Source: an optimization exercise on an open RTL-to-GDS flow (aim: small area, a short achievable clock period and few clock cycles per item). Production flows keep margins and buffers that such runs may drop. Power is estimated from default activity; no workload was simulated.

maple:
==> flow/design.v <==
module non_restoring_divider #(
    parameter DATA_WIDTH = 32
) (
    input  logic                    clk_i,
    input  logic                    clk_en_i,
    input  logic                    rst_n_i,
    input  logic [DATA_WIDTH - 1:0] dividend_i,
    input  logic [DATA_WIDTH - 1:0] divisor_i,
    input  logic                    data_valid_i,
    output logic [DATA_WIDTH - 1:0] quotient_o,
    output logic [DATA_WIDTH - 1:0] remainder_o,
    output logic                    divide_by_zero_o,
    output logic                    data_valid_o,
    output logic                    idle_o
);
    logic [31:0] divisor_q, rem_q, quo_q;
    logic [4:0]  cnt_q;
    logic        busy_q, valid_q, dbz_q;
    logic        shift16, shift8;
    logic [63:0] half, init;
    assign shift16 = |divisor_i[31:16];
    assign shift8  = shift16 ? |divisor_i[31:24] : |divisor_i[15:8];
    assign half    = shift16 ? {16'b0, dividend_i, 16'b0} : {32'b0, dividend_i};
    assign init    = shift8 ? {half[55:0], 8'b0} : half;
    logic [32:0] trial;
    logic [32:0] diff;
    logic        borrow;
    assign trial = {rem_q, quo_q[31]};
    assign {borrow, diff} = {1'b0, trial} - {2'b00, divisor_q};
    logic start;
    assign start = !busy_q && data_valid_i;
    always_ff @(posedge clk_i) begin
        if (!rst_n_i) begin
            busy_q  <= 1'b0;
            valid_q <= 1'b0;
        end else if (clk_en_i) begin
            valid_q <= busy_q && (cnt_q == 5'd0);
            if (busy_q)
                busy_q <= (cnt_q != 5'd0);
            else
                busy_q <= data_valid_i;
        end
    end
    always_ff @(posedge clk_i) begin
        if (clk_en_i) begin
            if (!busy_q) begin
                divisor_q      <= divisor_i;
                {rem_q, quo_q} <= init;
                cnt_q          <= {~shift16, ~shift8, 3'b111};
                dbz_q          <= (divisor_i == 32'b0);
            end else if (busy_q) begin
                rem_q <= borrow ? trial[31:0] : diff[31:0];
                quo_q <= {quo_q[30:0], !borrow};
                cnt_q <= cnt_q - 5'd1;
            end
        end
    end
    assign quotient_o       = quo_q;
    assign remainder_o      = rem_q;
    assign divide_by_zero_o = dbz_q;
    assign data_valid_o     = valid_q;
    assign idle_o           = !busy_q;
endmodule
clock: 6.0 ns
lec_check: 0
cap_margin: 20
core_margin: 2
core_utilization: 40
cts_buf_list: sky130_fd_sc_hd__clkbuf_8
setup_slack_margin: 2.7
slew_margin: 20
standard.sh (not shown) runs the stock make flow with config.mk's settings and CLKGATE_MAP_FILE= SYNTH_SCRIPT=/design/flow/synth_recipe.tcl, a recipe that flattens the netlist after the stock synthesis.
==> flow/flow/run.sh <==
#!/bin/bash
# Standard ORFS layout (the standard.sh), with small buffers on the
# ports instead of the default delay-cell buffers (repair may still upsize
# them). ORFS writes each step's log under orfs/logs; make's own output goes
# to standard.log here.
set -euo pipefail
export BUFFER_PORTS_ARGS="-buffer_cell sky130_fd_sc_hd__buf_1"

bash standard.sh > standard.log 2>&1
Both conditions hold for maple: the flow ran to the end and the final layout passed the timing, DRC and antenna checks.
### maple -> fjord
--- a/flow/design.v
+++ b/flow/design.v
@@ -15,19 +15,49 @@
 );
     logic [31:0] divisor_q, rem_q, quo_q;
     logic [4:0]  cnt_q;
     logic        busy_q, valid_q, dbz_q;
-    logic        shift16, shift8;
-    logic [63:0] half, init;
-    assign shift16 = |divisor_i[31:16];
-    assign shift8  = shift16 ? |divisor_i[31:24] : |divisor_i[15:8];
-    assign half    = shift16 ? {16'b0, dividend_i, 16'b0} : {32'b0, dividend_i};
-    assign init    = shift8 ? {half[55:0], 8'b0} : half;
+    logic [1:0] skip;
+    always_comb begin
+        if      (|divisor_i[31:24]) skip = 2'd3;
+        else if (|divisor_i[23:16]) skip = 2'd2;
+        else if (|divisor_i[15:8])  skip = 2'd1;
+        else                        skip = 2'd0;
+    end
+    logic [63:0] init;
+    assign init = {32'b0, dividend_i} << {skip, 3'b000};
     logic [32:0] trial;
     logic [32:0] diff;
     logic        borrow;
     assign trial = {rem_q, quo_q[31]};
-    assign {borrow, diff} = {1'b0, trial} - {2'b00, divisor_q};
+    logic [33:0] g, p, gc, pc;
+    logic [32:0] dv;
+    assign dv = {1'b0, divisor_q};
+    always_comb begin
+        g[0] = 1'b1;
+        p[0] = 1'b0;
+        for (int i = 0; i < 33; i++) begin
+            g[i+1] = trial[i] & ~dv[i];
+            p[i+1] = ~(trial[i] ^ dv[i]);
+        end
+        gc = g;
+        pc = p;
+        for (int l = 0; l < 6; l++)
+            for (int i = 0; i < 34; i++)
+                if (((i + 1) % (2 << l)) == 0) begin
+                    gc[i] = gc[i] | (pc[i] & gc[i - (1 << l)]);
+                    pc[i] = pc[i] & pc[i - (1 << l)];
+                end
+        for (int l = 4; l >= 0; l--)
+            for (int i = 0; i < 34; i++)
+                if (((i + 1) % (2 << l)) == (1 << l) && i >= (2 << l)) begin
+                    gc[i] = gc[i] | (pc[i] & gc[i - (1 << l)]);
+                    pc[i] = pc[i] & pc[i - (1 << l)];
+                end
+        for (int i = 0; i < 33; i++)
+            diff[i] = p[i+1] ^ gc[i];
+        borrow = ~gc[33];
+    end
     logic start;
     assign start = !busy_q && data_valid_i;
     always_ff @(posedge clk_i) begin
         if (!rst_n_i) begin
@@ -45,9 +75,9 @@
         if (clk_en_i) begin
             if (!busy_q) begin
                 divisor_q      <= divisor_i;
                 {rem_q, quo_q} <= init;
-                cnt_q          <= {~shift16, ~shift8, 3'b111};
+                cnt_q          <= {~skip, 3'b111};
                 dbz_q          <= (divisor_i == 32'b0);
             end else if (busy_q) begin
                 rem_q <= borrow ? trial[31:0] : diff[31:0];
                 quo_q <= {quo_q[30:0], !borrow};
### Flow results
fjord did not stop at any stage, and its layout met the timing, DRC and antenna checks. maple has lower core utilization than fjord. The worst setup slack after placement of fjord falls short of that of maple by 0.16 ns. Going from maple to fjord, met3 wirelength from detailed routing shrank by a little under 10%. Of maple and fjord, the lower synthesized cell count belongs to fjord. Looking at total placed instance area, fjord sits about 2.5% lower than maple does. Relative to maple, relative slew slack has increased by 4.9 points in fjord. maple → fjord: met2 routed wirelength rose by 6.3%; post-synthesis to final-layout area growth +4.6 points; area inside the core boundary lower; post-CTS setup buffer count shows a reduction of 1; net switching power now sits lower. Higher part of the total power dissipated in the clock network goes to fjord over maple.
No functional check of the RTL was part of any run of this note.

## static timing again, ports no longer ideal
Ports are ideal in the flow. The routed layouts listed here were re-timed in OpenROAD. Step 1, drivers: a clkbuf_16 drives clk_i and a buf_2 each remaining input, both assumed. Step 2 moves the port delays by t, midway between the first and last clock arrival at a register: inputs arrive t later, outputs are due t later. That takes back most of the time a late clock gives input paths. Three values: ideal, step 1, step 2; two values: the first two.
run	shift t [ns]	slack for setup (ns)	hold slack, ns
maple	0.431	2.766 / 2.766 / 2.518	0.564 / 0.564 / 0.564
fjord	0.428	2.747 / 2.761 / 2.333	0.568 / 0.568 / 0.568
After both steps every run listed still meets setup and hold. For fjord, which loses most, drivers alone change the setup slack by +0.014 ns; drivers and shift together by -0.414 ns.
